What follows belongs to an exercise in optimizing a design on an open flow for small area; a production flow would make more cautious choices. Only simulation tests tie the RTL to the original design; equivalence was not proved. In every run shown here, the design's own scripts or RTL, not TritonCTS, make the clock network. The clock input has no modelled driver; a real chip could not lean on it and would need a root buffer or a full tree. Power figures rest on the tool's default switching activity, not on a simulated workload.

--- design.v ---
module SEG(
    input  [3:0] num,
    output [6:0] seg
);
    assign seg[0] = (~num[3] & ~num[2] & ~num[1] & num[0]) | (num[2] & ~num[1] & ~num[0]);
    assign seg[1] = (num[2] & ~num[1] & num[0]) | (num[2] & num[1] & ~num[0]);
    assign seg[2] = (~num[3] & ~num[2] & num[1] & ~num[0]);
    assign seg[3] = (~num[3] & ~num[2] & ~num[1] & num[0]) | (num[3] & num[1]) | (num[2] & ~num[1] & ~num[0]) | (num[2] & num[1] & num[0]);
    assign seg[4] = (num[0]) | (num[2] & ~num[1]);
    assign seg[5] = (~num[3] & ~num[2] & num[0]) | (~num[3] & ~num[2] & num[1]) | (num[1] & num[0]);
    assign seg[6] = (~num[3] & ~num[2] & ~num[1]) | (num[2] & num[1] & num[0]);
endmodule
module SEGO(
    input  [3:0] num,
    output [6:0] seg
);
    assign seg[0] = (~num[3] & ~num[2] & ~num[1] & num[0]) | (num[2] & ~num[1] & ~num[0]);
    assign seg[1] = (num[2] & ~num[1] & num[0]) | (num[2] & num[1] & ~num[0]);
    assign seg[2] = (~num[2] & num[1] & ~num[0]);
    assign seg[3] = (~num[3] & ~num[2] & ~num[1] & num[0]) | (num[2] & ~num[1] & ~num[0]) | (num[2] & num[1] & num[0]);
    assign seg[4] = (num[0]) | (num[2] & ~num[1]);
    assign seg[5] = (~num[3] & ~num[2] & num[0]) | (~num[2] & num[1]) | (num[1] & num[0]);
    assign seg[6] = (~num[3] & ~num[2] & ~num[1]) | (num[2] & num[1] & num[0]);
endmodule
module SEGT(
    input  [2:0] num,
    output [6:0] seg
);
    assign seg[0] = (~num[2] & ~num[1] & num[0]) | (num[2] & ~num[1] & ~num[0]);
    assign seg[1] = ~((~num[2]) | (~num[1] & ~num[0]));
    assign seg[2] = (~num[2] & num[1] & ~num[0]);
    assign seg[3] = (~num[2] & ~num[1] & num[0]) | (num[2] & ~num[1] & ~num[0]);
    assign seg[4] = (num[0]) | (num[2] & ~num[1]);
    assign seg[5] = ~((~num[1] & ~num[0]) | (num[2]));
    assign seg[6] = (~num[2] & ~num[1]);
endmodule
module SECSEG(
    input  [5:0]  num,
    output [13:0] seg
);
    wire [5:0] tens = num / 10;
    wire [5:0] ones = num % 10;
    SEGO i_ones(.num(ones[3:0]), .seg(seg[6:0]));
    SEGT i_tens(.num(tens[2:0]), .seg(seg[13:7]));
endmodule
module pulseKey (
    input       btn,
    input       clk,
    input       reset,
    output reg  keyPulse
);
    reg q_DFF;
    always @(posedge clk) begin
        if (reset) begin
            q_DFF    <= 1'b0;
            keyPulse <= 1'b0;
        end else begin
            q_DFF    <= btn;
            keyPulse <= ~q_DFF & btn;
        end
    end
endmodule
module presclaer(
    input       CLK,
    input       rst,
    output      presclaerFlag
);
    reg  [5:0] cnt;
    assign presclaerFlag = cnt[5] & cnt[4] & cnt[1];
    always @(posedge CLK) begin
        if (rst)                cnt <= 6'd0;
        else if (presclaerFlag) cnt <= 6'd1;
        else                    cnt <= cnt + 6'd1;
    end
endmodule
module lab7(
    input               CLOCK_50_2,
    input               RESET,
    input      [9:0]    SW,
    input      [9:0]    BUTTON,
    output              presclaerFlag,
    output              Alarm_flag,
    output     [8:0]    smallSec,
    output     [8:0]    sec,
    output     [8:0]    min,
    output     [6:0]    HEX0_D,
    output     [6:0]    HEX1_D,
    output     [6:0]    HEX2_D,
    output     [6:0]    HEX3_D,
    output     [9:0]    LEDG
);
    localparam [1:0] M_COUNT = 2'd0, M_ASET = 2'd1, M_TSET = 2'd2, M_ALARM = 2'd3;
    wire kp1, kp2;
    pulseKey i_pulseKey1(.btn(BUTTON[1]), .clk(CLOCK_50_2), .reset(RESET), .keyPulse(kp1));
    pulseKey i_pulseKey2(.btn(BUTTON[2]), .clk(CLOCK_50_2), .reset(RESET), .keyPulse(kp2));
    wire tick;
    presclaer i_presclaer(.CLK(CLOCK_50_2), .rst(SW[9] | RESET), .presclaerFlag(tick));
    assign presclaerFlag = tick;
    reg [1:0] mode;
    reg [3:0] ss, m, am;
    reg [5:0] s, as;
    reg [3:0] ss_d, m_d;     
    reg [5:0] s_d;
    reg       led;
    wire nr    = ~RESET;
    wire aset  = (mode == M_ASET);
    wire cnt   = (mode == M_COUNT);
    wire alarm = (mode == M_ALARM);
    wire sel_a = aset & nr;
    wire sel_t = ~aset & nr;
    wire [3:0] srcm = ({4{sel_a}} & am) | ({4{sel_t}} & m);
    wire [5:0] srcs = ({6{sel_a}} & as) | ({6{sel_t}} & s);
    wire ss_wrap = ss[3] & ss[1];
    wire m_wrap  = srcm[3] & srcm[1];
    wire s_wrap  = srcs[5] & srcs[4] & srcs[3] & srcs[2];
    wire inc_s = nr & (cnt ? ss_wrap : kp1);
    wire inc_m = nr & (cnt ? s_wrap  : kp2);
    wire [3:0] nm = m_wrap ? 4'd0 : srcm + inc_m;
    wire [5:0] ns = s_wrap ? 6'd0 : srcs + inc_s;
    wire hold_t  = aset & nr;        
    wire load_t  = alarm & nr;       
    wire step_a  = aset | RESET;     
    wire ss_clr  = RESET | (cnt & ss_wrap);
    wire ss_inc  = cnt & tick;
    wire ssd_new = cnt & nr;
    wire ssd_old = ~cnt & nr;
    always @(posedge CLOCK_50_2) begin
        if (RESET) mode <= M_COUNT;
        else if (SW[8]) mode <= M_ASET;
        else if (SW[9]) mode <= M_TSET;
        else if (m == am && s == as) mode <= M_ALARM;
        else mode <= M_COUNT;
    end
    always @(posedge CLOCK_50_2) begin
        led  <= alarm & nr;
        m_d  <= srcm;
        s_d  <= srcs;
        m    <= hold_t ? m : (load_t ? am : nm);
        s    <= hold_t ? s : (load_t ? as : ns);
        am   <= step_a ? nm : am;
        as   <= step_a ? ns : as;
        ss   <= ss_clr ? 4'd0 : ss + ss_inc;
        ss_d <= ({4{ssd_new}} & ss) | ({4{ssd_old}} & ss_d);
    end
    SEG    i_seg0(.num(ss_d), .seg(HEX0_D));
    SECSEG i_seg12(.num(s_d), .seg({HEX2_D, HEX1_D}));
    SEG    i_seg3(.num(m_d),  .seg(HEX3_D));
    assign smallSec   = {5'd0, ss};
    assign sec        = {3'd0, s};
    assign min        = {5'd0, m};
    assign LEDG       = {10{led}};
    assign Alarm_flag = 1'b0;
endmodule
--- flow/run.sh ---
#!/bin/bash
# Standard ORFS flow with these changes:
#  - the combinational logic of the standard synthesis is re-mapped for area
#    (flip-flops untouched, see resyn.tcl);
#  - port buffers are buf_1 cells; the constant outputs share one tie cell;
#  - the clock tree is one clock buffer (clkbuf.tcl) instead of TritonCTS's
#    H-tree; the rest of the CTS step (timing repair) is unchanged.
set -euo pipefail
HERE=$(pwd)
R=$HERE/orfs/results/$FLOW_PLATFORM/lab7/base
ARGS=(BUFFER_PORTS_ARGS="-buffer_cell sky130_fd_sc_hd__buf_1" SKIP_REPAIR_TIE_FANOUT=1)

bash standard.sh synth > synth.log 2>&1
export LIB=$FLOW_HOME/platforms/sky130hd/lib/sky130_fd_sc_hd__tt_025C_1v80.lib
export DONT_USE=$(grep -A40 "DONT_USE_CELLS" $FLOW_HOME/platforms/sky130hd/config.mk | grep -o "sky130_fd_sc_hd__[a-z0-9_]*" | sed 's/^/-dont_use /' | tr '\n' ' ')
export IN=$R/1_2_yosys.std.v OUT=$R/1_2_yosys.v ABCS=$HERE/flow/resyn.abc
cp $R/1_2_yosys.v $IN
yosys -c flow/resyn.tcl > resyn.log 2>&1
rm -f $R/1_synth.odb $R/1_synth.sdc

bash standard.sh "${ARGS[@]}" place > place.log 2>&1

rm -rf scripts_x; cp -r $FLOW_HOME/scripts scripts_x
grep -q '^log_cmd clock_tree_synthesis {\*}$cts_args$' scripts_x/cts.tcl
sed -i 's|^log_cmd clock_tree_synthesis {\*}$cts_args$|source $::env(CLKBUF_TCL)|' scripts_x/cts.tcl
export CLKBUF_TCL=$HERE/flow/clkbuf.tcl CLK_NET=CLOCK_50_2 CLK_BUF=${CLK_BUF:-sky130_fd_sc_hd__clkbuf_8} CLK_NCLUSTER=${CLK_NCLUSTER:-3}
bash standard.sh "${ARGS[@]}" SCRIPTS_DIR=$HERE/scripts_x cts > cts.log 2>&1

bash standard.sh "${ARGS[@]}" finish > finish.log 2>&1
--- flow/clkbuf.tcl ---
# Clock tree for a small design: the flip-flops are split by position into
# CLK_NCLUSTER groups (k-means), and each group gets one clock buffer at its
# centre, driven straight from the clock port. Every register is one buffer
# away from the port, so no register's clock is delayed on purpose.
set block [ord::get_db_block]
set dbu [$block getDbUnitsPerMicron]
set k $::env(CLK_NCLUSTER)
set pins {}
set xs {}
set ys {}
foreach p [get_pins -of_objects [get_nets $::env(CLK_NET)]] {
  if {[get_property $p direction] != "input"} { continue }
  set bb [[[sta::sta_to_db_pin $p] getInst] getBBox]
  lappend pins $p
  lappend xs [expr {([$bb xMin] + [$bb xMax]) / 2.0 / $dbu}]
  lappend ys [expr {([$bb yMin] + [$bb yMax]) / 2.0 / $dbu}]
}
set n [llength $pins]
# k-means, seeded with points spread along x
set order [lsort -real -indices $xs]
set cx {}; set cy {}
for {set c 0} {$c < $k} {incr c} {
  set i [lindex $order [expr {int(($c + 0.5) * $n / $k)}]]
  lappend cx [lindex $xs $i]; lappend cy [lindex $ys $i]
}
for {set it 0} {$it < 50} {incr it} {
  set assign {}
  for {set i 0} {$i < $n} {incr i} {
    set best 0; set bd 1e30
    for {set c 0} {$c < $k} {incr c} {
      set d [expr {pow([lindex $xs $i] - [lindex $cx $c], 2) + pow([lindex $ys $i] - [lindex $cy $c], 2)}]
      if {$d < $bd} { set bd $d; set best $c }
    }
    lappend assign $best
  }
  for {set c 0} {$c < $k} {incr c} {
    set sx 0; set sy 0; set m 0
    for {set i 0} {$i < $n} {incr i} {
      if {[lindex $assign $i] == $c} {
        set sx [expr {$sx + [lindex $xs $i]}]; set sy [expr {$sy + [lindex $ys $i]}]; incr m
      }
    }
    if {$m > 0} { lset cx $c [expr {$sx / $m}]; lset cy $c [expr {$sy / $m}] }
  }
}
for {set c 0} {$c < $k} {incr c} {
  set loads {}
  for {set i 0} {$i < $n} {incr i} {
    if {[lindex $assign $i] == $c} { lappend loads [lindex $pins $i] }
  }
  if {[llength $loads] == 0} { continue }
  puts "clock buffer $c: $::env(CLK_BUF), [llength $loads] sinks at [lindex $cx $c] [lindex $cy $c]"
  insert_buffer -buffer_cell $::env(CLK_BUF) -net $::env(CLK_NET) -load_pins $loads \
    -location [list [lindex $cx $c] [lindex $cy $c]] -buffer_name clkbuf_root_$c -net_name clknet_root_$c
}
set port_net [$block findNet $::env(CLK_NET)]
$port_net setSigType CLOCK
set nport 0
foreach it [$port_net getITerms] {
  incr nport
  [[[$it getInst] findITerm X] getNet] setSigType CLOCK
}
puts "clock port drives $nport cell pins"
if {$nport > 4} { error "clock port drives more than 4 cell pins" }
global_connect
set_propagated_clock [all_clocks]
--- flow/resyn.abc ---
strash
&get -n
&deepsyn -T 30
&dch -f
&nf -R 1000
&put
dnsize -c
--- flow/resyn.tcl ---
# Re-map the combinational logic of the standard synthesis for area.
# The flip-flops are kept as black boxes, so their instances and names stay
# exactly as the standard synthesis made them.
yosys read_liberty -ignore_miss_func $::env(LIB)
yosys blackbox sky130_fd_sc_hd__*df* sky130_fd_sc_hd__dl* sky130_fd_sc_hd__conb_1
yosys read_verilog $::env(IN)
yosys hierarchy -top $::env(FLOW_TOP)
yosys flatten
yosys opt_clean
yosys abc -script $::env(ABCS) -liberty $::env(LIB) {*}$::env(DONT_USE)
yosys opt_clean -purge
yosys setattr -mod -unset blackbox
yosys stat -liberty $::env(LIB)
yosys write_verilog -noattr -noexpr -nohex -nodec $::env(OUT)
--- standard.sh ---
#!/bin/bash
# synth_recipe.tcl (not shown) runs the flow's synth.tcl, then flattens the netlist and writes it again
# the make line also repeats each setting of config.mk as NAME=value (left out here)
make -C /OpenROAD-flow-scripts/flow DESIGN_CONFIG=/design/flow/config.mk WORK_HOME=/design/flow/orfs CLKGATE_MAP_FILE= SYNTH_SCRIPT=/design/flow/synth_recipe.tcl "${@:-finish}"
--- config.mk ---
export PLATFORM = sky130hd
export DESIGN_NAME = lab7
export DESIGN_NICKNAME = lab7
export VERILOG_FILES = /design/flow/design.v
export SDC_FILE = /design/flow/constraint.sdc
export NUM_CORES = 4
export LEC_CHECK = 0
export ABC_AREA = 1
export CAP_MARGIN = 20
export CORE_MARGIN = 2
export CORE_UTILIZATION = 40
export SLEW_MARGIN = 20
--- constraint.sdc ---
create_clock -name core_clock -period 8.0 [get_ports {CLOCK_50_2}]
set_input_delay 1.6000 -clock core_clock [delete_from_list [all_inputs] [get_ports {CLOCK_50_2}]]
set_output_delay 1.6000 -clock core_clock [all_outputs]
set_load 0.01 [all_outputs]
==> tab_implementation.tex, run 1 <==
\begin{tabular}{lr}
\hline
Metric & Value \\
\hline
\multicolumn{2}{l}{\textbf{STA}} \\
\quad Worst slew margin & between 50\% and 60\% \\
\quad Finish-stage setup viols & 0 \\
\quad Setup TNS after final layout & 0 ns \\
\quad Minimum clock period & approximately 5.3 ns \\
\quad Final worst path period share & between 60\% and 70\% \\
\quad Minimum setup slack in the final design & approximately 2.7 ns \\
\quad Setup repair after global routing missed its margin & false \\
\quad Fmax & 189 MHz \\
\quad Setup skew after layout & around 0.028 ns \\
\quad Tightest Pin Transition & 0.626 ns \\
\quad Final hold violation count & 0 \\
\quad Slew Limit Fails & 0 \\
\multicolumn{2}{l}{\textbf{Placement}} \\
\quad DP Wirelength & approximately 3.6 mm \\
\quad Number of placed instances, taps included & 391 \\
\quad Final Wtd Congestion & 0.786 \\
\quad Number of buffers added on ports & slightly below 60 \\
\quad Worst Setup Slack post-DPL & $\sim$2.5 ns \\
\multicolumn{2}{l}{\textbf{Route}} \\
\quad Initial DRC count & $\sim$100 \\
\quad DR DRC count & 0 \\
\quad DR pass1 iterations & 4 \\
\quad Count of vias placed by the detailed router & 1,972 \\
\quad Final antenna-violating net count & 0 \\
\quad Routed wire length & $\sim$4.7 mm \\
\quad Via-per-instance ratio & between 5 and 6 \\
\quad Post-DR wirelength/cell & 11.9 µm \\
\multicolumn{2}{l}{\textbf{Power}} \\
\quad Clock network power share & around 18\% \\
\quad Internal power of the cells & around 0.00037 W \\
\quad Leakage power figure & between 1 and 1.5 nW \\
\quad Switching power summed over all nets & roughly 0.00016 W \\
\quad Peak supply drop & between 0.0001 and 0.00015 V \\
\quad Share of power burned in registers & between 50\% and 60\% \\
\quad Switching share of power & 29.7\% \\
\quad Combinational cell fraction of total power & about 24\% \\
\quad Power per cell area & around 200 nW/µm² \\
\multicolumn{2}{l}{\textbf{Setup path}} \\
\quad CP most frequent cell & sky130\_fd\_sc\_hd\_\_nor2\_1 \\
\quad Required time of the critical path & slightly below 8 ns \\
\quad Category of the most critical setup path & in -> reg \\
\quad Worst path arrival time & 5.23 ns \\
\quad Crit path largest cell delay & 0.59 ns \\
\quad Kind of cell adding the most delay to the critical path & simple AND/OR/NAND/NOR gates \\
\quad Worst-path cell chain & buf\_1 > nor3b\_1 > buf\_4 > nor2\_1 > clkinv\_1 > o22ai\_1 > nand3\_1 > nor2\_1 > a22o\_1 > nand2\_1 > nor2\_1 > xnor2\_1 > nor2\_1 > nand2\_1 > nand2\_1 \\
\quad CP max stage cell & sky130\_fd\_sc\_hd\_\_clkinv\_1 \\
\quad Kind of start point of the critical path & input pin \\
\quad Sort of element at the end of the critical path & flop \\
\quad Critical path buffers and inverters & 3 \\
\quad Maximum net fanout on the critical path & 13 \\
\multicolumn{2}{l}{\textbf{Die}} \\
\quad X dimension of the die & 80.5 µm \\
\quad Die Footprint & about 6500 µm² \\
\quad Starting density of the core & between 40 and 50\% \\
\quad Core Rows & 27 \\
\quad Floorplan die height & about 81 µm \\
\quad I/O pin cnt & 89 \\
\quad Floorplan Core Area & between 5000 and 6000 µm² \\
\multicolumn{2}{l}{\textbf{Global route}} \\
\quad Leftover overflow at the end of global routing & 0 \\
\quad Global routing usage summed across all routing layers & between 10\% and 20\% \\
\quad Maximum number of pins on one net before global-route repair & 20 \\
\quad First-pass GRT wire length & 8.18 mm \\
\quad Vias in the first global route & approximately 1,700 \\
\quad Antenna violations before repair & 0 \\
\multicolumn{2}{l}{\textbf{Cells and area}} \\
\quad Number of standard cells in the layout, taps in and fillers out & about 390 \\
\quad Post-layout nets & about 350 \\
\quad Share of post-route cells with drive strength above 1 & around 1.2\% \\
\quad Antenna cell count & 0 \\
\quad Layout-stage area growth over the synthesis result & 15.2\% \\
\quad Utilization of the core after routing & 48.4\% \\
\quad Number of fill cells & about 560 \\
\multicolumn{2}{l}{\textbf{Logic synthesis}} \\
\quad Mapped Cells & 260 \\
\quad Net count after synthesis & between 200 and 300 \\
\quad Avg Synthesized Cell Area & approximately 9.0 µm² \\
\quad Count of yosys warnings during synthesis & 3 \\
\quad Mapped cell area & between 2000 and 2500 µm² \\
\multicolumn{2}{l}{\textbf{CTS}} \\
\quad Post-CTS resize count & 0 \\
\quad Clock insertion delay at the later pin of the skew report & between 0.15 and 0.2 ns \\
\quad Setup Buffers After CTS & 0 \\
\quad Clock transition time at the flip-flop clock pins of the worst setup and hold paths & approximately 0.11 ns \\
\quad Hold Buf Count CTS & 0 \\
\multicolumn{2}{l}{\textbf{Run status}} \\
\quad Status & finished clean \\
\multicolumn{2}{l}{\textbf{Flow run}} \\
\quad Max Cap Violations & 0 \\
\multicolumn{2}{l}{\textbf{Hold path}} \\
\quad Tightest Hold Check Type & reg -> reg \\
\hline
\end{tabular}
==> final timing paths <==
path	slack, ns	end	cells past startpoint	from
hold reg to reg	0.39	i_pulseKey2.keyPulse	1	i_pulseKey2.q_DFF
hold / removal	0.39	i_pulseKey2.keyPulse	1	i_pulseKey2.q_DFF
setup / recovery	2.70	m[2]	15	RESET
setup reg to reg	4.15	m[2]	14	mode[0]
==> metal layers <==
layer	vias up	track usage, %	wire, µm
li1	1048	-	-
met1	869	24.0	2370
met2	50	23.5	2010
met3	5	1.24	269
met4	0	1.36	55
met5	-	0	0
==> sequential cells by signal, indices dropped and copies added, names as in the netlist <==
signal,count
i_presclaer.cnt,6
s_d,6
ss,4
led,1
i_pulseKey2.keyPulse,1
i_pulseKey1.keyPulse,1
i_pulseKey1.q_DFF,1
as,6
i_pulseKey2.q_DFF,1
m_d,4
s,6
mode,2
ss_d,4
m,4
am,4
==> cell usage in the layout (no fill, tap or decap), drive strengths merged, types with 2 or more instances in the layout <==
| cell | count |
|---|---|
| o21a | 2 |
| dfxtp | 31 |
| and2 | 2 |
| nor2 | 38 |
| a21oi | 26 |
| clkinv | 21 |
| nor4 | 4 |
| edfxtp | 20 |
| nor2b | 5 |
| nand3 | 4 |
| maj3 | 2 |
| a21o | 2 |
| clkbuf | 3 |
| a22oi | 4 |
| nand2 | 27 |
| xnor2 | 8 |
| nand2b | 2 |
| nand3b | 2 |
| mux2 | 2 |
| or3 | 2 |
| a22o | 9 |
| a21boi | 2 |
| o22ai | 6 |
| o21ai | 11 |
| nor3 | 10 |
| and3 | 6 |
| xor2 | 4 |
| buf | 59 |
==> cell type report, clock buffers not listed <==
class / instances / area (µm²) / share of cell area (%)
inverter: 21 / 78.8 / 2.92
multi-input combinational: 188 / 1040 / 38.6
sequential: 51 / 1220 / 45.2
tap: 72 / 90.1 / 3.34
timing repair buffer: 59 / 225 / 8.34
==> metrics by stage <==
| step | power [W] | instance area (µm²) | hold WS, ns |
|---|---|---|---|
| 2_1_floorplan | 0.000399 | 2340 | 0.367 |
| 6_report | 0.000528 | 2700 | 0.387 |
| 3_5_place_dp | 0.000441 | 2660 | 0.372 |
| 3_3_place_gp | 0.000439 | 2660 | 0.372 |
| 4_1_cts | 0.000534 | 2700 | 0.389 |
| 5_1_grt | 0.000564 | 2700 | 0.404 |
==> power by group through the flow <==
stage	Combinational (W)	Clock, W	Sequential, W
after floorplan	0.0000878	0	0.000312
after global placement	0.000127	0	0.000312
after detailed placement	0.000129	0	0.000312
after CTS	0.000129	0.0000988	0.000306
after global routing	0.000145	0.000110	0.000309
final	0.000128	0.0000943	0.000306
==> inputs of run 2 (changes only) <==
--- a/design.v
+++ b/design.v
@@ -111,19 +111,27 @@
     wire [3:0] srcm = ({4{sel_a}} & am) | ({4{sel_t}} & m);
     wire [5:0] srcs = ({6{sel_a}} & as) | ({6{sel_t}} & s);
     wire ss_wrap = ss[3] & ss[1];
-    wire m_wrap  = srcm[3] & srcm[1];
-    wire s_wrap  = srcs[5] & srcs[4] & srcs[3] & srcs[2];
-    wire inc_s = nr & (cnt ? ss_wrap : kp1);
-    wire inc_m = nr & (cnt ? s_wrap  : kp2);
-    wire [3:0] nm = m_wrap ? 4'd0 : srcm + inc_m;
-    wire [5:0] ns = s_wrap ? 6'd0 : srcs + inc_s;
-    wire hold_t  = aset & nr;        
+    wire m_wrap  = m[3] & m[1];
+    wire s_wrap  = s[5] & s[4] & s[3] & s[2];
+    wire am_wrap = am[3] & am[1];
+    wire as_wrap = as[5] & as[4] & as[3] & as[2];
+    wire tset    = (mode == M_TSET);
+    wire step_t  = tset | cnt;
+    wire inc_s   = nr & (cnt ? ss_wrap : tset & kp1);
+    wire inc_m   = nr & (cnt ? s_wrap  : tset & kp2);
+    wire clr_s   = RESET | (step_t & s_wrap);
+    wire clr_m   = RESET | (step_t & m_wrap);
+    wire inc_as  = nr & aset & kp1;
+    wire inc_am  = nr & aset & kp2;
+    wire clr_as  = RESET | (aset & as_wrap);
+    wire clr_am  = RESET | (aset & am_wrap);
     wire load_t  = alarm & nr;       
-    wire step_a  = aset | RESET;     
     wire ss_clr  = RESET | (cnt & ss_wrap);
     wire ss_inc  = cnt & tick;
     wire ssd_new = cnt & nr;
     wire ssd_old = ~cnt & nr;
+    wire [3:0] nm = clr_m ? 4'd0 : m + inc_m;
+    wire [5:0] ns = clr_s ? 6'd0 : s + inc_s;
     always @(posedge CLOCK_50_2) begin
         if (RESET) mode <= M_COUNT;
         else if (SW[8]) mode <= M_ASET;
@@ -135,10 +143,10 @@
         led  <= alarm & nr;
         m_d  <= srcm;
         s_d  <= srcs;
-        m    <= hold_t ? m : (load_t ? am : nm);
-        s    <= hold_t ? s : (load_t ? as : ns);
-        am   <= step_a ? nm : am;
-        as   <= step_a ? ns : as;
+        m    <= load_t ? am : nm;
+        s    <= load_t ? as : ns;
+        am   <= clr_am ? 4'd0 : am + inc_am;
+        as   <= clr_as ? 6'd0 : as + inc_as;
         ss   <= ss_clr ? 4'd0 : ss + ss_inc;
         ss_d <= ({4{ssd_new}} & ss) | ({4{ssd_old}} & ss_d);
     end
==> tab_implementation.tex, run 2 <==
\begin{tabular}{lr}
\hline
Metric & Value \\
\hline
\multicolumn{2}{l}{\textbf{STA}} \\
\quad Worst hold slack after final layout & approximately 0.39 ns \\
\quad Fmax & approximately 220 MHz \\
\quad Setup skew after layout & a little over 0.01 ns \\
\quad Final hold violation count & 0 \\
\quad Minimum clock period & between 4 and 5 ns \\
\quad Finish-stage setup viols & 0 \\
\quad Slew Limit Fails & 0 \\
\quad Setup TNS after final layout & 0 ns \\
\quad Worst slew margin & a little over half \\
\quad Minimum setup slack in the final design & $\sim$3.5 ns \\
\quad Setup repair after global routing missed its margin & false \\
\quad Tightest Pin Transition & 0.717 ns \\
\quad Final worst path period share & approximately 57\% \\
\multicolumn{2}{l}{\textbf{Cells and area}} \\
\quad Most common cell after layout, fill and taps aside & sky130\_fd\_sc\_hd\_\_buf\_1 \\
\quad Sequential standard cell area & approximately 1000 µm² \\
\quad Post-layout nets & 354 \\
\quad Share of post-route cells with drive strength above 1 & $\sim$1.5\% \\
\quad Top library cells by usage in the layout, fill and taps aside & sky130\_fd\_sc\_hd\_\_buf\_1 (58), sky130\_fd\_sc\_hd\_\_dfxtp\_1 (51), sky130\_fd\_sc\_hd\_\_nor2\_1 (34) \\
\quad Number of fill cells & $\sim$550 \\
\quad Antenna cell count & 0 \\
\quad Post-layout instance area & $\sim$2600 µm² \\
\quad Layout-stage area growth over the synthesis result & 16.1\% \\
\quad Area occupied by multi-input gates & between 1000 and 1500 µm² \\
\multicolumn{2}{l}{\textbf{Placement}} \\
\quad DP Wirelength & approximately 3.7 mm \\
\quad Cell Area, Placed & 2590 µm² \\
\quad Final Wtd Congestion & around 0.84 \\
\quad Worst Setup Slack post-DPL & around 3.7 ns \\
\quad Number of buffers added on ports & 58 \\
\multicolumn{2}{l}{\textbf{Route}} \\
\quad Initial DRC count & 93 \\
\quad Final antenna-violating net count & 0 \\
\quad DR pass1 iterations & 4 \\
\quad Routed wire length & a little over 5 mm \\
\quad DR DRC count & 0 \\
\quad Post-DR wirelength/cell & roughly 13 µm \\
\quad Count of vias placed by the detailed router & $\sim$2,100 \\
\quad Via-per-instance ratio & $\sim$5.3 \\
\multicolumn{2}{l}{\textbf{Setup path}} \\
\quad Sort of element at the end of the critical path & output pin \\
\quad Kind of cell adding the most delay to the critical path & simple AND/OR/NAND/NOR gates \\
\quad CP most frequent cell & sky130\_fd\_sc\_hd\_\_nor2\_1 \\
\quad Category of the most critical setup path & reg -> out \\
\quad Maximum net fanout on the critical path & 4 \\
\quad Worst-path cell chain & nand2b\_1 > nor2\_1 > nor3\_1 > nor2\_1 > nor2\_1 > o22ai\_1 > o31ai\_1 > o21ai\_0 > nand2\_1 > xor2\_1 > nand2b\_1 > nand2b\_1 > a21boi\_0 > o21bai\_1 > nor2\_1 > buf\_1 \\
\quad Worst path arrival time & roughly 3.0 ns \\
\quad CP max stage cell & sky130\_fd\_sc\_hd\_\_dfxtp\_1 \\
\quad Critical path buffers and inverters & 1 \\
\quad Kind of start point of the critical path & flop \\
\quad Required time of the critical path & 6.40 ns \\
\quad Crit path largest cell delay & between 0.3 and 0.4 ns \\
\multicolumn{2}{l}{\textbf{CTS}} \\
\quad Clock transition time at the flip-flop clock pins of the worst setup and hold paths & $\sim$0.11 ns \\
\quad Hold Buf Count CTS & 0 \\
\quad Clock insertion delay at the later pin of the skew report & 0.16 ns \\
\quad Post-CTS resize count & 0 \\
\quad Setup Buffers After CTS & 0 \\
\multicolumn{2}{l}{\textbf{Die}} \\
\quad Floorplan Core Area & 5510 µm² \\
\quad X dimension of the die & approximately 79 µm \\
\quad Starting density of the core & 41.2\% \\
\quad Core Rows & 27 \\
\quad Die Footprint & roughly 6300 µm² \\
\quad I/O pin cnt & 89 \\
\quad Floorplan die height & about 79 µm \\
\multicolumn{2}{l}{\textbf{Logic synthesis}} \\
\quad Mapped cell area & about 2300 µm² \\
\quad Count of yosys warnings during synthesis & 3 \\
\quad Avg Synthesized Cell Area & 8.49 µm² \\
\quad Mapped Cells & 267 \\
\quad Net count after synthesis & 289 \\
\multicolumn{2}{l}{\textbf{Hold path}} \\
\quad Tightest Hold Check Type & reg -> reg \\
\multicolumn{2}{l}{\textbf{Power}} \\
\quad Clock network power share & 25.4\% \\
\quad Switching share of power & a little under a quarter \\
\quad Internal power of the cells & between 0.0003 and 0.0004 W \\
\quad Leakage power figure & 1.00 nW \\
\quad Post-layout total power & 0.000393 W \\
\quad Power per cell area & roughly 150 nW/µm² \\
\quad Peak supply drop & $\sim$0.00015 V \\
\quad Share of power burned in registers & 66.8\% \\
\quad Switching power summed over all nets & roughly 0.00009 W \\
\quad Combinational cell fraction of total power & $\sim$7.8\% \\
\multicolumn{2}{l}{\textbf{Flow run}} \\
\quad Max Cap Violations & 0 \\
\multicolumn{2}{l}{\textbf{Global route}} \\
\quad Antenna violations before repair & 0 \\
\quad Maximum number of pins on one net before global-route repair & 19 \\
\quad Global routing usage summed across all routing layers & about 16\% \\
\quad Vias in the first global route & 1,848 \\
\quad First-pass GRT wire length & around 8.4 mm \\
\quad Leftover overflow at the end of global routing & 0 \\
\multicolumn{2}{l}{\textbf{Run status}} \\
\quad Status & finished clean \\
\hline
\end{tabular}
[run 2: path summary, 6_finish.rpt]
kind | startpoint | endpoint | slack, ns | cells past startpoint
worst min register to register | i_pulseKey1.q_DFF | i_pulseKey1.keyPulse | 0.39 | 1
worst max-delay path | s_d[3] | HEX1_D[1] | 3.45 | 16
worst max register to register | mode[1] | s[4] | 5.80 | 9
worst min-delay path | i_pulseKey1.q_DFF | i_pulseKey1.keyPulse | 0.39 | 1
[run 2: routing by layer]
metal,wire length [µm],GRT usage (%),vias to the layer above
met4,41,1.03,0
met1,2360,21.6,995
met2,2430,28.5,54
met3,246,1.14,3
met5,0,0,-
li1,-,-,1080
[run 2: cell type report, clock buffers not listed]
type                            instances  area share (%)
Sequential cell                        51            38.8
Inverter                               12            1.71
Tap cell                               72            3.42
Multi-Input combinational cell        204            45.6
Timing Repair Buffer                   60            8.84
[run 2: power by group through the flow]
stage / Combinational (W) / Sequential, W / Clock (W)
CTS: 0.0000307 / 0.000262 / 0.000101
detailed placement: 0.0000306 / 0.000268 / 0
finish: 0.0000308 / 0.000262 / 0.0000997
global placement: 0.0000304 / 0.000268 / 0
floorplan: 0.0000177 / 0.000269 / 0
global route: 0.0000350 / 0.000263 / 0.000111
[run 2: metrics by stage]
step	utilization, %	std cells
finish	47.8	402
global route	47.8	402
CTS	47.8	402
detailed placement	47.0	399
global placement	47.0	399
floorplan	-	267
==> inputs of run 3 (changes only) <==
--- a/design.v
+++ b/design.v
@@ -89,7 +89,7 @@
     output     [6:0]    HEX3_D,
     output     [9:0]    LEDG
 );
-    localparam [1:0] M_COUNT = 2'd0, M_ASET = 2'd1, M_TSET = 2'd2, M_ALARM = 2'd3;
+    localparam [1:0] M_COUNT = 2'd0, M_ASET = 2'd1, M_TSET = 2'd3, M_ALARM = 2'd2;
     wire kp1, kp2;
     pulseKey i_pulseKey1(.btn(BUTTON[1]), .clk(CLOCK_50_2), .reset(RESET), .keyPulse(kp1));
     pulseKey i_pulseKey2(.btn(BUTTON[2]), .clk(CLOCK_50_2), .reset(RESET), .keyPulse(kp2));
==> tab_implementation.tex, run 3 <==
\begin{tabular}{lr}
\hline
Metric & Value \\
\hline
\multicolumn{2}{l}{\textbf{Die}} \\
\quad Floorplan die height & roughly 80 µm \\
\quad X dimension of the die & $\sim$79 µm \\
\quad Die Footprint & slightly above 6000 µm² \\
\quad Starting density of the core & roughly two fifths \\
\quad I/O pin cnt & just under 90 \\
\quad Floorplan Core Area & around 5500 µm² \\
\quad Core Rows & 27 \\
\multicolumn{2}{l}{\textbf{Power}} \\
\quad Peak supply drop & around 0.000099 V \\
\quad Power per cell area & about 150 nW/µm² \\
\quad Leakage power figure & between 0.9 and 1 nW \\
\multicolumn{2}{l}{\textbf{Route}} \\
\quad Initial DRC count & around 110 \\
\quad DR DRC count & 0 \\
\quad Count of vias placed by the detailed router & about 2,100 \\
\quad Post-DR wirelength/cell & 12.0 µm \\
\quad DR pass1 iterations & 4 \\
\quad Via-per-instance ratio & 5.28 \\
\quad Final antenna-violating net count & 0 \\
\quad Routed wire length & between 4 and 5 mm \\
\multicolumn{2}{l}{\textbf{Logic synthesis}} \\
\quad Net count after synthesis & $\sim$290 \\
\quad Mapped Cells & between 200 and 300 \\
\quad Count of yosys warnings during synthesis & 3 \\
\quad Mapped cell area & $\sim$2200 µm² \\
\quad Avg Synthesized Cell Area & around 8.5 µm² \\
\multicolumn{2}{l}{\textbf{STA}} \\
\quad Worst hold slack after final layout & between 0.3 and 0.4 ns \\
\quad Fmax & 214 MHz \\
\quad Minimum setup slack in the final design & around 3.3 ns \\
\quad Worst slew margin & between 30\% and 40\% \\
\quad Setup repair after global routing missed its margin & false \\
\quad Setup skew after layout & 0.0181 ns \\
\quad Tightest Pin Transition & a little over 1 ns \\
\quad Final hold violation count & 0 \\
\quad Final worst path period share & 58.3\% \\
\quad Setup TNS after final layout & 0 ns \\
\quad Slew Limit Fails & 0 \\
\quad Finish-stage setup viols & 0 \\
\quad Minimum clock period & approximately 4.7 ns \\
\multicolumn{2}{l}{\textbf{Placement}} \\
\quad Number of buffers added on ports & 58 \\
\quad Cell Area, Placed & around 2600 µm² \\
\quad Worst Setup Slack post-DPL & 3.52 ns \\
\quad Final Wtd Congestion & between 0.8 and 0.9 \\
\quad Number of placed instances, taps included & about 400 \\
\quad DP Wirelength & between 3 and 4 mm \\
\multicolumn{2}{l}{\textbf{Cells and area}} \\
\quad Post-layout instance area & approximately 2600 µm² \\
\quad Layout-stage area growth over the synthesis result & 15.5\% \\
\quad Antenna cell count & 0 \\
\quad Post-layout nets & 348 \\
\quad Share of post-route cells with drive strength above 1 & less than 1\% \\
\quad Number of standard cells in the layout, taps in and fillers out & 396 \\
\quad Most common cell after layout, fill and taps aside & sky130\_fd\_sc\_hd\_\_buf\_1 \\
\quad Top library cells by usage in the layout, fill and taps aside & sky130\_fd\_sc\_hd\_\_buf\_1 (58), sky130\_fd\_sc\_hd\_\_dfxtp\_1 (51), sky130\_fd\_sc\_hd\_\_nor2\_1 (28), sky130\_fd\_sc\_hd\_\_nand2\_1 (28), sky130\_fd\_sc\_hd\_\_a21oi\_1 (22) \\
\multicolumn{2}{l}{\textbf{Hold path}} \\
\quad Hold Crit Depth & 1 \\
\quad Launch point of the worst hold path & i\_pulseKey2.q\_DFF \\
\quad Worst-case hold path end point & i\_pulseKey2.keyPulse \\
\quad Tightest Hold Check Type & reg -> reg \\
\multicolumn{2}{l}{\textbf{Setup path}} \\
\quad Sort of element at the end of the critical path & output pin \\
\quad Worst path arrival time & $\sim$3.1 ns \\
\quad Category of the most critical setup path & reg -> out \\
\quad Kind of start point of the critical path & flop \\
\quad Capturing point of the worst reg2reg path & as[4] \\
\quad FF-to-FF Start & mode[0] \\
\quad Reg-to-reg slack, setup & approximately 5.3 ns \\
\quad Required time of the critical path & around 6.4 ns \\
\quad Reg2reg path depth & 7 \\
\quad Maximum net fanout on the critical path & 6 \\
\multicolumn{2}{l}{\textbf{Run status}} \\
\quad Status & finished clean \\
\multicolumn{2}{l}{\textbf{Flow run}} \\
\quad Max Cap Violations & 0 \\
\multicolumn{2}{l}{\textbf{CTS}} \\
\quad Clock insertion delay at the later pin of the skew report & between 0.15 and 0.2 ns \\
\quad Post-CTS resize count & 0 \\
\quad Clock transition time at the flip-flop clock pins of the worst setup and hold paths & roughly 0.10 ns \\
\quad Hold Buf Count CTS & 0 \\
\quad Setup Buffers After CTS & 0 \\
\multicolumn{2}{l}{\textbf{Global route}} \\
\quad Antenna violations before repair & 0 \\
\quad First-pass GRT wire length & between 7 and 8 mm \\
\quad Vias in the first global route & $\sim$1,800 \\
\quad Leftover overflow at the end of global routing & 0 \\
\quad Maximum number of pins on one net before global-route repair & 20 \\
\quad Global routing usage summed across all routing layers & $\sim$15\% \\
\hline
\end{tabular}
-- run 3: changes by cell type in the layout (fill, tap and decap cells not counted), sizes merged, moves of 3 or more --
cell / change
and3: +3
clkinv: -3
nand2b: -4
nor2: -6
nor2b: +6
o31ai: +3
xor2: -3
-- run 3: layout make-up, clock buffers not listed --
type	count	area, µm²
Fill cell	567	2880
Multi-Input combinational cell	203	1190
Sequential cell	51	1020
Timing Repair Buffer	58	218
Tap cell	72	90.1
Inverter	9	33.8
-- run 3: how the worst max path moves through the flow --
stage           start   endpoint  slack, ns  cells past startpoint
3_3_place_gp   s_d[5]  HEX1_D[1]       3.54                     14
4_1_cts        s_d[5]  HEX1_D[1]       3.32                     14
6_report       s_d[5]  HEX1_D[1]       3.34                     14
2_1_floorplan  s_d[5]  HEX1_D[1]       3.64                     13
3_5_place_dp   s_d[5]  HEX1_D[1]       3.52                     14
5_1_grt        s_d[5]  HEX1_D[1]       3.04                     14
-- run 3: report_power, final --
group          switching [W]  leakage, nW  internal, W
sequential        0.00000343        0.413     0.000257
combinational      0.0000166        0.561   0.00000697
clock              0.0000610       0.0216    0.0000348
total              0.0000810        0.995     0.000299
-- run 3: metal layers --
layer | track usage (%) | up-vias | wire length (µm)
li1 | - | 1072 | -
met1 | 19.6 | 946 | 2220
met2 | 26.7 | 68 | 2150
met3 | 1.48 | 6 | 313
met4 | 2.24 | 0 | 76
met5 | 0 | - | 0
-- run 3: per-stage QoR --
stage | utilization (%) | total power [W]
2_1_floorplan | - | 0.000282
3_3_place_gp | 46.7 | 0.000290
3_5_place_dp | 46.7 | 0.000290
4_1_cts | 47.4 | 0.000385
5_1_grt | 47.4 | 0.000397
6_report | 47.4 | 0.000380
-- run 3: critical path, cell delays in order, from the launching register on --
cell	delay, ns
sky130_fd_sc_hd__dfxtp_1	0.36
sky130_fd_sc_hd__nor2b_1	0.30
sky130_fd_sc_hd__a21oi_1	0.15
sky130_fd_sc_hd__nand2_1	0.10
sky130_fd_sc_hd__o21ai_0	0.11
sky130_fd_sc_hd__a21oi_1	0.30
sky130_fd_sc_hd__nand3b_1	0.16
sky130_fd_sc_hd__o211ai_1	0.10
sky130_fd_sc_hd__nor2b_1	0.16
sky130_fd_sc_hd__xnor2_1	0.20
sky130_fd_sc_hd__or3_1	0.42
sky130_fd_sc_hd__a21boi_0	0.24
sky130_fd_sc_hd__a31o_1	0.15
sky130_fd_sc_hd__nor2b_1	0.04
sky130_fd_sc_hd__buf_1	0.12
==> inputs of run 4 (changes only) <==
--- a/flow/run.sh
+++ b/flow/run.sh
@@ -1,7 +1,7 @@
 #!/bin/bash
 # Standard ORFS flow with these changes:
 #  - the combinational logic of the standard synthesis is re-mapped for area
-#    (flip-flops untouched, see resyn.tcl);
+#    (flip-flops untouched, see resyn.tcl), the smallest of NSEED ABC runs;
 #  - port buffers are buf_1 cells; the constant outputs share one tie cell;
 #  - the clock tree is one clock buffer (clkbuf.tcl) instead of TritonCTS's
 #    H-tree; the rest of the CTS step (timing repair) is unchanged.
@@ -13,9 +13,23 @@
 bash standard.sh synth > synth.log 2>&1
 export LIB=$FLOW_HOME/platforms/sky130hd/lib/sky130_fd_sc_hd__tt_025C_1v80.lib
 export DONT_USE=$(grep -A40 "DONT_USE_CELLS" $FLOW_HOME/platforms/sky130hd/config.mk | grep -o "sky130_fd_sc_hd__[a-z0-9_]*" | sed 's/^/-dont_use /' | tr '\n' ' ')
-export IN=$R/1_2_yosys.std.v OUT=$R/1_2_yosys.v ABCS=$HERE/flow/resyn.abc
-cp $R/1_2_yosys.v $IN
-yosys -c flow/resyn.tcl > resyn.log 2>&1
+# resyn.abc with deepsyn random seeds 0..NSEED-1, 4 at a time; keep the smallest
+cp $R/1_2_yosys.v $R/1_2_yosys.std.v
+NSEED=${NSEED:-32}
+mkdir -p resyn
+for ((i = 0; i < NSEED; i++)); do
+  sed "s/&deepsyn -J 200 -T 60/\\&deepsyn -J 200 -T 60 -S $i/" flow/resyn.abc > resyn/s$i.abc
+  IN=$R/1_2_yosys.std.v OUT=$HERE/resyn/s$i.v ABCS=$HERE/resyn/s$i.abc \
+    yosys -c flow/resyn.tcl > resyn/s$i.log 2>&1 &
+  if (( (i + 1) % 4 == 0 )); then wait || true; fi
+done
+wait || true
+best=$(for ((i = 0; i < NSEED; i++)); do
+  a=$(grep -o "Chip area for module '\\\\lab7': [0-9.]*" resyn/s$i.v.stat | awk '{print $NF}')
+  [[ -n "$a" ]] && echo "$a $i"
+done | sort -n | tee resyn/areas.txt | head -1 | awk '{print $2}')
+echo "best seed: $best" >> resyn/areas.txt
+cp resyn/s$best.v $R/1_2_yosys.v
 rm -f $R/1_synth.odb $R/1_synth.sdc
 
 bash standard.sh "${ARGS[@]}" place > place.log 2>&1
==> flow/resyn.abc (replaced) <==
strash
&get -n
&deepsyn -J 200 -T 60
&dch -f
&nf -R 1000
&put
dnsize -c
--- a/flow/resyn.tcl
+++ b/flow/resyn.tcl
@@ -10,5 +10,5 @@
 yosys abc -script $::env(ABCS) -liberty $::env(LIB) {*}$::env(DONT_USE)
 yosys opt_clean -purge
 yosys setattr -mod -unset blackbox
-yosys stat -liberty $::env(LIB)
+yosys tee -o $::env(OUT).stat stat -liberty $::env(LIB)
 yosys write_verilog -noattr -noexpr -nohex -nodec $::env(OUT)
==> tab_implementation.tex, run 4 <==
\begin{tabular}{lr}
\hline
Metric & Value \\
\hline
\multicolumn{2}{l}{\textbf{STA}} \\
\quad Final worst path period share & approximately 52\% \\
\quad Finish-stage setup viols & 0 \\
\quad Setup TNS after final layout & 0 ns \\
\quad Slew Limit Fails & 0 \\
\quad Worst hold slack after final layout & just under 0.4 ns \\
\quad Setup repair after global routing missed its margin & false \\
\quad Fmax & 239 MHz \\
\quad Minimum clock period & 4.18 ns \\
\quad Worst slew margin & between 50\% and 60\% \\
\quad Setup skew after layout & 0.0118 ns \\
\quad Tightest Pin Transition & 0.737 ns \\
\quad Final hold violation count & 0 \\
\multicolumn{2}{l}{\textbf{Die}} \\
\quad Die Footprint & between 6000 and 7000 µm² \\
\quad Core Rows & 27 \\
\quad Starting density of the core & approximately two fifths \\
\quad Floorplan die height & 78.8 µm \\
\quad X dimension of the die & $\sim$80 µm \\
\quad I/O pin cnt & a little under 90 \\
\quad Floorplan Core Area & around 5400 µm² \\
\multicolumn{2}{l}{\textbf{CTS}} \\
\quad Setup Buffers After CTS & 0 \\
\quad Post-CTS resize count & 0 \\
\quad Clock insertion delay at the later pin of the skew report & around 0.16 ns \\
\quad Clock transition time at the flip-flop clock pins of the worst setup and hold paths & 0.11 ns \\
\quad Hold Buf Count CTS & 0 \\
\multicolumn{2}{l}{\textbf{Setup path}} \\
\quad Capturing point of the worst reg2reg path & as[4] \\
\quad Category of the most critical setup path & reg -> out \\
\quad Required time of the critical path & between 6 and 7 ns \\
\quad Sort of element at the end of the critical path & output pin \\
\quad Reg2reg path depth & 6 \\
\quad FF-to-FF Start & mode[0] \\
\quad CP most frequent cell & sky130\_fd\_sc\_hd\_\_nor2\_1 \\
\quad Critical path buffers and inverters & 1 \\
\quad CP max stage cell & sky130\_fd\_sc\_hd\_\_dfxtp\_1 \\
\quad Worst-path cell chain & nor2\_1 > nor2\_1 > a21oi\_1 > and3b\_1 > a41o\_1 > a211o\_1 > or2\_0 > a21boi\_0 > a21oi\_1 > nor2\_1 > buf\_1 \\
\quad Crit path largest cell delay & about 0.47 ns \\
\quad Kind of cell adding the most delay to the critical path & compound AO/OA/AOI/OAI gates \\
\quad Kind of start point of the critical path & flop \\
\quad Critical path startpoint & s\_d[5] \\
\quad Worst path arrival time & around 2.6 ns \\
\quad Reg-to-reg slack, setup & 6.02 ns \\
\quad Endpoint of the most critical setup path & HEX1\_D[6] \\
\quad Worst path depth & 11 \\
\quad Maximum net fanout on the critical path & 8 \\
\multicolumn{2}{l}{\textbf{Global route}} \\
\quad Global routing usage summed across all routing layers & between 10\% and 20\% \\
\quad Maximum number of pins on one net before global-route repair & 20 \\
\quad Leftover overflow at the end of global routing & 0 \\
\quad First-pass GRT wire length & a little over 8 mm \\
\quad Vias in the first global route & 1,759 \\
\quad Antenna violations before repair & 0 \\
\multicolumn{2}{l}{\textbf{Logic synthesis}} \\
\quad Avg Synthesized Cell Area & roughly 8.5 µm² \\
\quad Count of yosys warnings during synthesis & 3 \\
\quad Net count after synthesis & about 290 \\
\quad Mapped cell area & 2240 µm² \\
\quad Mapped Cells & 263 \\
\multicolumn{2}{l}{\textbf{Cells and area}} \\
\quad Layout-stage area growth over the synthesis result & 15.6\% \\
\quad Area occupied by multi-input gates & 1190 µm² \\
\quad Share of post-route cells with drive strength above 1 & 0.926\% \\
\quad Post-layout nets & 348 \\
\quad Number of fill cells & around 550 \\
\quad Antenna cell count & 0 \\
\quad Sequential standard cell area & between 1000 and 1500 µm² \\
\quad Most common cell after layout, fill and taps aside & sky130\_fd\_sc\_hd\_\_buf\_1 \\
\quad Top library cells by usage in the layout, fill and taps aside & sky130\_fd\_sc\_hd\_\_buf\_1 (58), sky130\_fd\_sc\_hd\_\_dfxtp\_1 (51), sky130\_fd\_sc\_hd\_\_nor2\_1 (34) \\
\multicolumn{2}{l}{\textbf{Route}} \\
\quad Routed wire length & $\sim$4.9 mm \\
\quad Post-DR wirelength/cell & 12.4 µm \\
\quad Via-per-instance ratio & 5.29 \\
\quad Initial DRC count & approximately 110 \\
\quad Count of vias placed by the detailed router & 2,094 \\
\quad DR pass1 iterations & 4 \\
\quad DR DRC count & 0 \\
\quad Final antenna-violating net count & 0 \\
\multicolumn{2}{l}{\textbf{Placement}} \\
\quad Final Wtd Congestion & 0.799 \\
\quad DP Wirelength & 3.66 mm \\
\quad Number of buffers added on ports & 58 \\
\multicolumn{2}{l}{\textbf{Hold path}} \\
\quad Hold Crit Depth & 1 \\
\quad Tightest Hold Check Type & reg -> reg \\
\multicolumn{2}{l}{\textbf{Run status}} \\
\quad Status & finished clean \\
\multicolumn{2}{l}{\textbf{Power}} \\
\quad Leakage power figure & slightly below 1 nW \\
\quad Peak supply drop & 0.0000830 V \\
\quad Power per cell area & between 150 and 200 nW/µm² \\
\multicolumn{2}{l}{\textbf{Flow run}} \\
\quad Max Cap Violations & 0 \\
\hline
\end{tabular}
[run 4: report_power, final]
group | switching (W) | internal (W)
combinational | 0.0000255 | 0.0000127
sequential | 0.00000640 | 0.000259
clock | 0.0000618 | 0.0000348
[run 4: worst min-delay path by stage]
stage | startpoint | end | slack [ns]
floorplan | i_pulseKey1.q_DFF | i_pulseKey1.keyPulse | 0.37
global placement | i_pulseKey2.q_DFF | i_pulseKey2.keyPulse | 0.37
detailed placement | i_pulseKey2.q_DFF | i_pulseKey2.keyPulse | 0.38
CTS | i_pulseKey1.q_DFF | i_pulseKey1.keyPulse | 0.39
global route | i_pulseKey1.q_DFF | i_pulseKey1.keyPulse | 0.41
finish | i_pulseKey1.q_DFF | i_pulseKey1.keyPulse | 0.39
[run 4: cell type report, clock buffers not listed]
cell class / count / area share (%)
timing repair buffer: 58 / 8.42
multi-input combinational: 206 / 46.1
tap: 72 / 3.48
sequential: 51 / 39.5
inverter: 6 / 0.871
[run 4: metrics by stage]
stage                     instance area (µm²)  std cells  setup slack, ns  util [%]  total power (W)
after floorplan                          2240        263             3.99         -         0.000296
after global placement                   2540        393             4.10      46.8         0.000309
after detailed placement                 2540        393             4.07      46.8         0.000309
after CTS                                2580        396             3.86      47.5         0.000402
after global routing                     2580        396             3.61      47.5         0.000418
final                                    2580        396             3.82      47.5         0.000400
[run 4: layer usage]
| layer | global-route usage, % | vias to the layer above | wire, µm |
|---|---|---|---|
| met5 | 0 | - | 0 |
| met4 | 1.58 | 0 | 44 |
| met3 | 1.70 | 5 | 342 |
| met2 | 25.6 | 67 | 2060 |
| met1 | 21.7 | 938 | 2480 |
| li1 | - | 1084 | - |
[run 4: worst register-to-register path, delay by kind of cell, from the launching register on]
family / cells / cell delay, ns
AO/OA/AOI/OAI: 1 / 0.17
AND/OR/NAND/NOR: 5 / 1.35
flip-flops: 1 / 0.40

[afterwards: timing with drivers on the ports]
No port has a modelled driver above. Below, the same layouts with a new extraction and two added sets of constraints. Step 1 sets driving cells, clkbuf_16 on the clock port and buf_2 on the other inputs (assumed; they add their load-dependent delay and slew). Step 2 adds t to the input delays and takes it off the output delays; t is the mean of the earliest and latest rising clock arrival at the registers after step 1. Input paths then give back, and output paths get back, about the clock's delay inside the block. Three values: ideal ports, drivers, drivers and shift; two values: the first two.
run | t, ns | setup slack, ns | worst hold slack (ns) | pins driven straight from the clock port
run 1 | 0.198 | 2.704 / 2.731 / 2.533 | 0.387 / 0.387 / 0.387 | 3
run 2 | 0.205 | 3.454 / 3.406 / 3.611 | 0.387 / 0.387 / 0.387 | 3
run 3 | 0.201 | 3.337 / 3.289 / 3.489 | 0.388 / 0.388 / 0.388 | 3
run 4 | 0.202 | 3.818 / 3.771 / 3.973 | 0.386 / 0.386 / 0.386 | 3
After both steps every run listed still meets setup and hold. The setup slack of run 1, which loses most, moves by +0.027 ns with the drivers and by -0.171 ns with both steps.
